This is an optimization exercise on Yosys and OpenROAD, whose aim is small area, not a production implementation.
Function not checked in this run: the RTL went through the layout flow alone.
No activity file was given, so power comes from the tool's default toggle rates.

`flow/run.sh`:
```
#!/bin/bash
# synth_recipe.tcl (not shown) runs the flow's synth.tcl, then flattens the netlist and writes it again
# the make line also repeats each setting of config.mk as NAME=value (left out here)
make -C /OpenROAD-flow-scripts/flow DESIGN_CONFIG=/design/flow/config.mk WORK_HOME=/design/flow/orfs CLKGATE_MAP_FILE= SYNTH_SCRIPT=/design/flow/synth_recipe.tcl finish
```
`flow/config.mk`:
```
export PLATFORM = sky130hd
export DESIGN_NAME = VGA
export DESIGN_NICKNAME = VGA
export VERILOG_FILES = /design/flow/design.v
export SDC_FILE = /design/flow/constraint.sdc
export NUM_CORES = 4
export LEC_CHECK = 0
export CAP_MARGIN = 20
export CORE_MARGIN = 2
export CORE_UTILIZATION = 40
export SLEW_MARGIN = 20
```
`flow/constraint.sdc`:
```
create_clock -name core_clock -period 10.0 [get_ports {CLOCK_50}]
set_input_delay 2.0000 -clock core_clock [delete_from_list [all_inputs] [get_ports {CLOCK_50}]]
set_output_delay 2.0000 -clock core_clock [all_outputs]
set_load 0.01 [all_outputs]
```
`flow/design.v`:
```
module VGA(CLOCK_50, reset, VGA_R, VGA_G, VGA_B, VGA_HS, VGA_VS, SW, PaddleBtn, PauseBtn, HEX0_D, HEX1_D, HEX2_D, LEDG);
input		wire				CLOCK_50;
input		wire				reset;
input 	wire	[9:0]		SW;
input		wire	[1:0]		PaddleBtn;
input		wire				PauseBtn;
output 	wire 	[2:0]		LEDG;
output 	wire 	[6:0]		HEX0_D;
output 	wire 	[6:0]		HEX1_D;
output 	wire 	[6:0]		HEX2_D;
output	wire	[3:0]		VGA_R;
output	wire	[3:0]		VGA_G;
output	wire	[3:0]		VGA_B;
output	wire	[0:0]		VGA_HS;
output	wire	[0:0]		VGA_VS;
function [10:0] add;
	input [10:0] a;
	input [10:0] b;
	input        ci;
	integer i;
	reg c;
	begin
		c = ci;
		for (i = 0; i < 11; i = i + 1) begin
			add[i] = a[i] ^ b[i] ^ c;
			c = (a[i] & b[i]) | (c & (a[i] ^ b[i]));
		end
	end
endfunction
function [9:0] updn;
	input [9:0] q;
	input       en;
	input       dn;
	integer i;
	reg c;
	begin
		c = en;
		for (i = 0; i < 10; i = i + 1) begin
			updn[i] = q[i] ^ c;
			c = c & (q[i] ^ dn);
		end
	end
endfunction
function ltu;
	input [10:0] a;
	input [10:0] b;
	integer i;
	reg lt;
	begin
		lt = 1'b0;
		for (i = 0; i < 11; i = i + 1)
			lt = (~a[i] & b[i]) | (~(a[i] ^ b[i]) & lt);
		ltu = lt;
	end
endfunction
reg [9:0] hx;
reg [9:0] vy;
reg       hs_r;
reg       vs_r;
wire      hend = (hx == 10'd640);
wire [9:0] hx_i = updn(hx, 1'b1, 1'b0);
wire [9:0] vy_i = updn(vy, 1'b1, 1'b0);
always @(posedge CLOCK_50) begin
	if (reset) begin
		hx <= 10'd864;
		vy <= 10'd979;
	end else if (hend) begin
		hx <= 10'd865;
		vy <= (vy == 10'd480) ? 10'd980 : vy_i;
	end else
		hx <= hx_i;
end
always @(posedge CLOCK_50) begin
	if (reset)               hs_r <= 1'b1;
	else if (hx == 10'd880)  hs_r <= 1'b0;
	else if (hx == 10'd976)  hs_r <= 1'b1;
end
always @(posedge CLOCK_50) begin
	if (reset)               vs_r <= 1'b1;
	else if (vy == 10'd989)  vs_r <= 1'b0;
	else if (vy == 10'd991)  vs_r <= 1'b1;
end
assign VGA_HS = hs_r;
assign VGA_VS = vs_r;
reg [9:0] bx;         
reg [9:0] by;         
reg       vr;         
reg       vu;         
reg       vd;         
reg [3:0] s1;         
reg [3:0] s2;         
reg [8:0] p1;         
reg [8:0] p2m;        
reg [8:0] p2a;        
reg       pause;
wire [8:0] p2 = SW[8] ? p2a : p2m;
reg [9:0]  c10;       
reg [7:0]  c30;       
reg [21:0] tmr;
reg        clk_q;
wire dclr = reset | SW[9];
wire [9:0] c10_i = updn(c10, 1'b1, 1'b0);
wire [9:0] c30_i = updn({2'b00, c30}, 1'b1, 1'b0);
always @(posedge CLOCK_50) begin
	if (dclr || c10 == 10'd625) c10 <= 10'd0; else c10 <= c10_i;
	if (dclr || c30 == 8'd156)  c30 <= 8'd0;  else c30 <= c30_i[7:0];
end
wire bx0   = (bx == 10'd0);
wire bx640 = (bx == 10'd640);
wire score = bx0 | bx640;
wire [9:0] tlo_i = updn({tmr[9:0]}, 1'b1, 1'b0);
wire       tlo_c = &tmr[9:0];
wire [9:0] tmd_i = updn({8'd0, tmr[11:10]}, tlo_c, 1'b0);
wire       tmd_c = tlo_c & (&tmr[11:10]);
wire [9:0] thi_i = updn(tmr[21:12], tmd_c, 1'b0);
always @(posedge CLOCK_50) begin
	if (reset || score) tmr <= 22'd0; else tmr <= {thi_i, tmd_i[1:0], tlo_i};
end
wire clk10 = (c10 == 10'd0);
wire clk20 = clk10 | (c10 == 10'd313);
wire clk30 = (c30 == 8'd0);
wire [9:0] tm = tmr[21:12];
wire gclk = ltu({1'b0, tm}, 11'd30) ? clk10 : ltu({1'b0, tm}, 11'd60) ? clk20 : clk30;
always @(posedge CLOCK_50) clk_q <= reset | gclk;
wire tick = gclk & ~clk_q;
always @(posedge CLOCK_50) begin
	if (reset) pause <= 1'b0;
	else if (tick) begin
		if (score) pause <= 1'b1;
		else if (!PauseBtn) pause <= 1'b0;
	end
end
assign LEDG = {2'b00, pause};
wire [10:0] e1 = add({1'b0, by}, ~{2'b00, p1}, 1'b1) ^ 11'h400;
wire [10:0] e2 = add({1'b0, by}, ~{2'b00, p2}, 1'b1) ^ 11'h400;
wire play  = tick & ~pause;
wire p1_up = ltu({2'b00, p1}, 11'd420);
wire p1_dn = |p1;
wire p1_en = play & ~SW[0] & (~PaddleBtn[0] ? p1_up : ~PaddleBtn[1] & p1_dn);
wire [9:0] p1_n = updn({1'b0, p1}, p1_en, PaddleBtn[0]);
wire p2_up = ltu({2'b00, p2m}, 11'd420);
wire p2_dn = |p2m;
wire p2_en = play & SW[0] & ~SW[8] & (~PaddleBtn[0] ? p2_up : ~PaddleBtn[1] & p2_dn);
wire [9:0] p2m_n = updn({1'b0, p2m}, p2_en, PaddleBtn[0]);
wire by_ai  = ~ltu({1'b0, by}, 11'd30) & ltu({1'b0, by}, 11'd451);
wire ai_dec = ltu(e2, (11'h400 + (-9)));
wire ai_inc = ~ltu(e2, (11'h400 + (61)));
wire ai_en  = tick & SW[8] & by_ai & (ai_dec | ai_inc);
wire [9:0] p2a_n = updn({1'b0, p2a}, ai_en, ai_dec);
always @(posedge CLOCK_50) begin
	if (reset) begin
		p1  <= 9'd210;
		p2m <= 9'd210;
		p2a <= 9'd210;
	end else begin
		p1  <= p1_n[8:0];
		p2m <= p2m_n[8:0];
		p2a <= p2a_n[8:0];
	end
end
wire hit1  = ~ltu({2'b00, p1}, 11'd9) & ~ltu(e1, (11'h400 + (-9))) & ltu(e1, (11'h400 + (61)));
wire sec1a = ltu(e1, (11'h400 + (15)));
wire sec1b = ltu(e1, (11'h400 + (37)));
wire hit2  = ~ltu({2'b00, p2}, 11'd9) & ~ai_dec & ~ai_inc;
wire sec2a = ltu(e2, (11'h400 + (15)));
wire sec2b = ltu(e2, (11'h400 + (37)));
reg       nr, nu, nd;
reg [3:0] ns1, ns2;
always @(*) begin
	nr = vr; nu = vu; nd = vd;
	ns1 = s1; ns2 = s2;
	if (by == 10'd0) begin
		nr = vr & vu; nu = 1'b0; nd = 1'b1;
	end else if (by == 10'd470) begin
		nr = vr & vd; nu = 1'b1; nd = 1'b0;
	end
	if (bx == 10'd9) begin
		if (hit1) begin
			nr = 1'b1; nu = sec1a; nd = ~sec1b;
		end
	end else if (bx == 10'd621) begin
		if (hit2) begin
			nr = 1'b0; nu = sec2a; nd = ~sec2b;
		end
	end
	if (bx0) begin
		nr = 1'b0; nu = 1'b0; nd = 1'b0;
		ns2 = (s2 == 4'd9) ? 4'd0 : s2 + 4'd1;
	end else if (bx640) begin
		nr = 1'b1; nu = 1'b0; nd = 1'b0;
		ns1 = (s1 == 4'd9) ? 4'd0 : s1 + 4'd1;
	end
end
wire [9:0] bx_n = updn(bx, play, ~nr);
wire [9:0] by_n = updn(by, play & (nu | nd), nu);
always @(posedge CLOCK_50) begin
	if (reset) begin
		bx <= 10'd320; by <= 10'd235;
		vr <= 1'b1; vu <= 1'b0; vd <= 1'b0;
		s1 <= 4'd0; s2 <= 4'd0;
	end else if (play & score) begin
		bx <= bx640 ? 10'd321 : 10'd319; by <= 10'd235;
		vr <= nr; vu <= nu; vd <= nd;
		s1 <= ns1; s2 <= ns2;
	end else begin
		bx <= bx_n; by <= by_n;
		if (play) begin
			vr <= nr; vu <= nu; vd <= nd;
		end
	end
end
function [6:0] seg;
	input [3:0] v;
	begin
		seg[0] = ~(v[3] | v[1] | v[2] & v[0] | ~v[2] & ~v[0]);
		seg[1] = ~(~v[2] | ~v[1] & ~v[0] | v[1] & v[0]);
		seg[2] = ~(v[2] | ~v[1] | v[0]);
		seg[3] = ~(~v[2] & ~v[0] | v[1] & ~v[0] | v[2] & ~v[1] & v[0] | ~v[2] & v[1] | v[3]);
		seg[4] = ~(~v[2] & ~v[0] | v[1] & ~v[0]);
		seg[5] = ~(v[3] | ~v[1] & ~v[0] | v[2] & ~v[1] | v[2] & ~v[0]);
		seg[6] = ~(v[3] | v[2] & ~v[1] | ~v[2] & v[1] | v[1] & ~v[0]);
	end
endfunction
assign HEX0_D = seg(s2);
assign HEX2_D = seg(s1);
assign HEX1_D = 7'b0111111;
wire [8:0]  pv  = hx[9] ? p2 : p1;
wire [10:0] dpy = add({2'b00, vy[8:0]}, ~{2'b00, pv}, 1'b1) ^ 11'h400;
wire [10:0] dbx = add({1'b0, hx}, ~{1'b0, bx}, 1'b1) ^ 11'h400;
wire [10:0] dby = add({2'b00, vy[8:0]}, ~{1'b0, by}, 1'b1) ^ 11'h400;
wire in_px   = (~hx[9] & ~hx[8] & ~hx[7] & ~hx[6] & ~hx[5] & ~hx[4] & (hx[3:0] != 4'd0) & ltu({7'd0, hx[3:0]}, 11'd10))
             | (hx[9] & ~hx[8] & hx[6] & hx[5] & hx[4] & (hx[3] | (hx[2] & hx[1] & hx[0])));
wire in_py   = ~ltu(dpy, (11'h400 + (1))) & ltu(dpy, (11'h400 + (60)));
wire in_bx   = ~ltu(dbx, (11'h400 + (1))) & ltu(dbx, (11'h400 + (10)));
wire in_by   = ~ltu(dby, (11'h400 + (1))) & ltu(dby, (11'h400 + (10)));
wire in_line = ((hx == 10'd325) || (hx == 10'd326)) && (vy[3:0] != 4'd0) && ltu({7'd0, vy[3:0]}, 11'd13);
wire vis = ~ltu({1'b0, hx}, 11'd1) & ltu({1'b0, hx}, 11'd641) & ltu({1'b0, vy}, 11'd480);
reg pix0, pix1, pix2;
always @(posedge CLOCK_50) begin
	pix0 <= (in_px & in_py) | (in_bx & in_by) | in_line;
	pix1 <= pix0;
	pix2 <= ~reset & vis & pix1;
end
assign VGA_R = {4{pix2}};
assign VGA_G = {4{pix2}};
assign VGA_B = {4{pix2}};
endmodule
```
==> reports/results.txt <==
Clock slew seen by the registers of the worst setup and hold paths: 0.07 ns
Post-Route WL: 18300 µm
Wirelength per Cell: 14.6 µm
CP max stage cell: nor4_1
R2R Path End: bx[6]
CTS tree: built
HPWL after DPL: 13400 µm
Final net count: 1088
Synth unique cells: 73
Main area contributors after synthesis: dfxtp_1, fa_1, ha_1, xnor2_1, nor2_1
# setup viols final: 0
Tightest Pin Transition: 0.959 ns
Wire length of the first global-routing pass: 30900 µm
Vias post-DR: 6559
Final min period: 8.59 ns
Clock latency (worst-skew pair): 0.44 ns
Switching power of the nets: 0.000319 W
Prevailing post-synth register cell: dfxtp_1
Avg Inst Size Synth: 8.76 µm²
CP startpoint kind: input pin
Clock Power Share: 53.4%
Bufs and invs on worst path: 7
Async SR Flop Fraction: 0%
Overflow after GRT: 0
Final period util: 85.9%
Core area: 20800 µm²
WP depth: 27
Switch share: 26.5%
Post-synth top area share: 29.8%
Max-Cap Viols: 0
Slowest Stage Delay on Critical Path: 0.47 ns
Count leader, synth: dfxtp_1
Clock skew: 0.0108 ns
Initial antenna violation count: 0
Post-synth top area cell: dfxtp_1
Hold Path Depth: 0
Power share of the combinational group: 4.4%
Power Internal: 0.000885 W
Fill cell count: 2079
Die area: 22200 µm²
Most Frequent Cell on Critical Path: fa_1
Detailed Routing Iterations Pass 1: 5
Critical path origin: SW[8]
GPL Wtd Cong: 0.818
Largest delay share family, worst path: adder cells
Seq pwr share: 42.2%
Fmax achieved: 0.116 GHz
Power Density: 127 nW/µm²
EDFF count, synth: 0
Pleak: 3.90 nW
Hold Buf Count CTS: 0
VDD IR max: 0.000102 V
Die extent in x: 149 µm
CTS buffer count: 17
Critical Path Sink Type: flip-flop
Synth cell count leaders: dfxtp_1, nor2_1, ha_1
Area Overhead vs Synth: 12.7%
Flops & latches, synth: 125
Largest net degree at the start of global routing: 73
Worst Setup EP: by[9]
Seq/Total Area, Yosys: 29.8%
Worst slew margin: 34.4%
Synthesized area: 8410 µm²
HP Class: reg2reg
Die Span Y: 149 µm
Post-route DRC: 0
Deepest clock path buffer count: 2
CP Data Arrival Time: 8.95 ns
Hold Vio Cnt, Final: 0
Outcome: no timing/DRC/antenna violations
Post-Syn Instances: 960
Place WS: 0.995 ns
Initial Utilization: 40.4%
Clock Sinks: 125
Crit Reg-Reg Startpoint: by[0]
Slew Viols, Final: 0
Vias/cell: 5.22
DRT iter0 DRCs: 368
Post-CTS Setup Inserts: 0
Io pins: 53
Vias in the first global route: 6299
RSZ-0062 raised after global routing: false
Layout cell share with drive strength beyond 1: 5.91%
R2R depth: 22
CTS H-tree lvls: 4
Post-route setup slack: 1.41 ns
CP required: 10.36 ns
Multi-input gate area: 5390 µm²
Storage cell area: 2500 µm²
# port buffers: 36
PostCTS Resize Cnt: 0
Remaining antenna violation count: 0
GRT Total Usage: 17.4%
Max FO, Critical Path: 14
Rows: 53
CTS root buffer: clkbuf_16
YS warnings: 1
Critical path class: in2reg
Setup TNS: 0 ns
Worst R2R Setup Slack: 2.70 ns
Antenna Cells: 0
## sequential cells by signal, indices dropped and copies added, names as in the netlist
signal / flops
tmr: 22
bx: 10
by: 10
c10: 10
hx: 10
vy: 10
p1: 9
p2a: 9
p2m: 9
c30: 8
s1: 4
s2: 4
clk_q: 1
hs_r: 1
pause: 1
pix0: 1
pix1: 1
pix2: 1
vd: 1
vr: 1
vs_r: 1
vu: 1
## per-layer routing
metal  GRT usage, %  share of wire [%]  wire length, µm
met5              0                  0                0
met4           4.81                1.2              216
met3           3.61                3.3              612
met2           28.8                 48             8740
met1           23.1                 48             8720
## layout by cell type, fill, tap and decap left out, types with 6 or more instances in the layout
master	netlist	routed
xnor2_1	39	39
xor2_1	21	21
nor4_1	21	21
or4_1	7	7
o22ai_1	8	8
nor2b_1	6	6
nand3_1	37	37
a21oi_1	40	40
nor2_1	76	76
mux2_2	6	6
ha_1	64	64
and2_1	43	43
clkbuf_16	0	17
nand4_1	14	14
dfxtp_1	125	125
a31oi_1	6	6
mux2i_1	13	13
o21ai_0	36	36
clkdlybuf4s50_1	0	35
conb_1	2	9
nor3_1	25	25
nand2b_1	21	21
fa_1	41	41
inv_1	62	62
and3_1	17	17
or3_1	20	20
nand2_1	61	61
## per-stage QoR
| step | total power (W) | hold slack (ns) | cell area (µm²) | utilization, % | cells |
|---|---|---|---|---|---|
| after floorplan | 0.000558 | 0.310 | 8440 | - | 967 |
| after global placement | 0.000571 | 0.310 | 8860 | 42.5 | 1224 |
| after detailed placement | 0.000573 | 0.314 | 8860 | 42.5 | 1224 |
| after CTS | 0.00122 | 0.332 | 9480 | 45.5 | 1256 |
| after global routing | 0.00125 | 0.350 | 9480 | 45.5 | 1256 |
| final | 0.00120 | 0.321 | 9480 | 45.5 | 1256 |
## cell type report
cell class / instances / area share [%]
multi-input combinational: 721 / 56.9
sequential: 125 / 26.4
clock buffer: 17 / 4.49
timing repair buffer: 40 / 4.07
tap: 275 / 3.63
inverter: 63 / 2.50
clock inverter: 15 / 2.06
## worst min-delay path by stage
stage,startpoint,to,slack (ns)
floorplan,pix0,pix1,0.31
global placement,pix0,pix1,0.31
detailed placement,pix0,pix1,0.31
CTS,pix0,pix1,0.33
global route,pix0,pix1,0.35
finish,pix0,pix1,0.32
## power groups by stage
stage	registers [W]	logic, W	clock network, W
final	0.000508	0.0000529	0.000644
after global routing	0.000509	0.0000601	0.000684
after CTS	0.000508	0.0000539	0.000659
after detailed placement	0.000519	0.0000532	0
after global placement	0.000519	0.0000523	0
after floorplan	0.000518	0.0000408	0
## cells by family (layout without fill, tap and decap cells)
group                      count (synthesis)  after routing  share of synthesized area (%)
xor gates and xnor gates                  60             60                           6.25
and+or+nand+nor                          378            378                           24.2
AOI/OAI and AO/OA                        149            149                           11.5
other                                      2              9                         0.0893
muxes                                     20             20                           2.51
adders and majority gates                105            105                           19.3
buffers and inverters                    121            135                           6.49
DFF                                      125            125                           29.8

## separate check: timing with driven ports
The flow's constraints put no driver on any port. The routed layout listed below was extracted and timed again, unchanged, in two steps. Step 1 sets driving cells, clkbuf_16 on the clock port and buf_2 on the other inputs (assumed; they add their load-dependent delay and slew). Step 2 times the ports against the registers' clock, not the clock port: input delays grow and output delays shrink by t, the midpoint of the rising clock arrivals with the driver on. Three values: ideal ports, drivers, drivers and shift; two values: the first two.
shift t [ns]: 0.474
setup slack, ns: 1.409 / 1.428 / 0.954
worst register clock-pin slew, ns: 0.07 / 0.07
After both steps this run still meets setup and hold. The setup slack of this run moves by +0.019 ns with the drivers and by -0.455 ns with both steps.
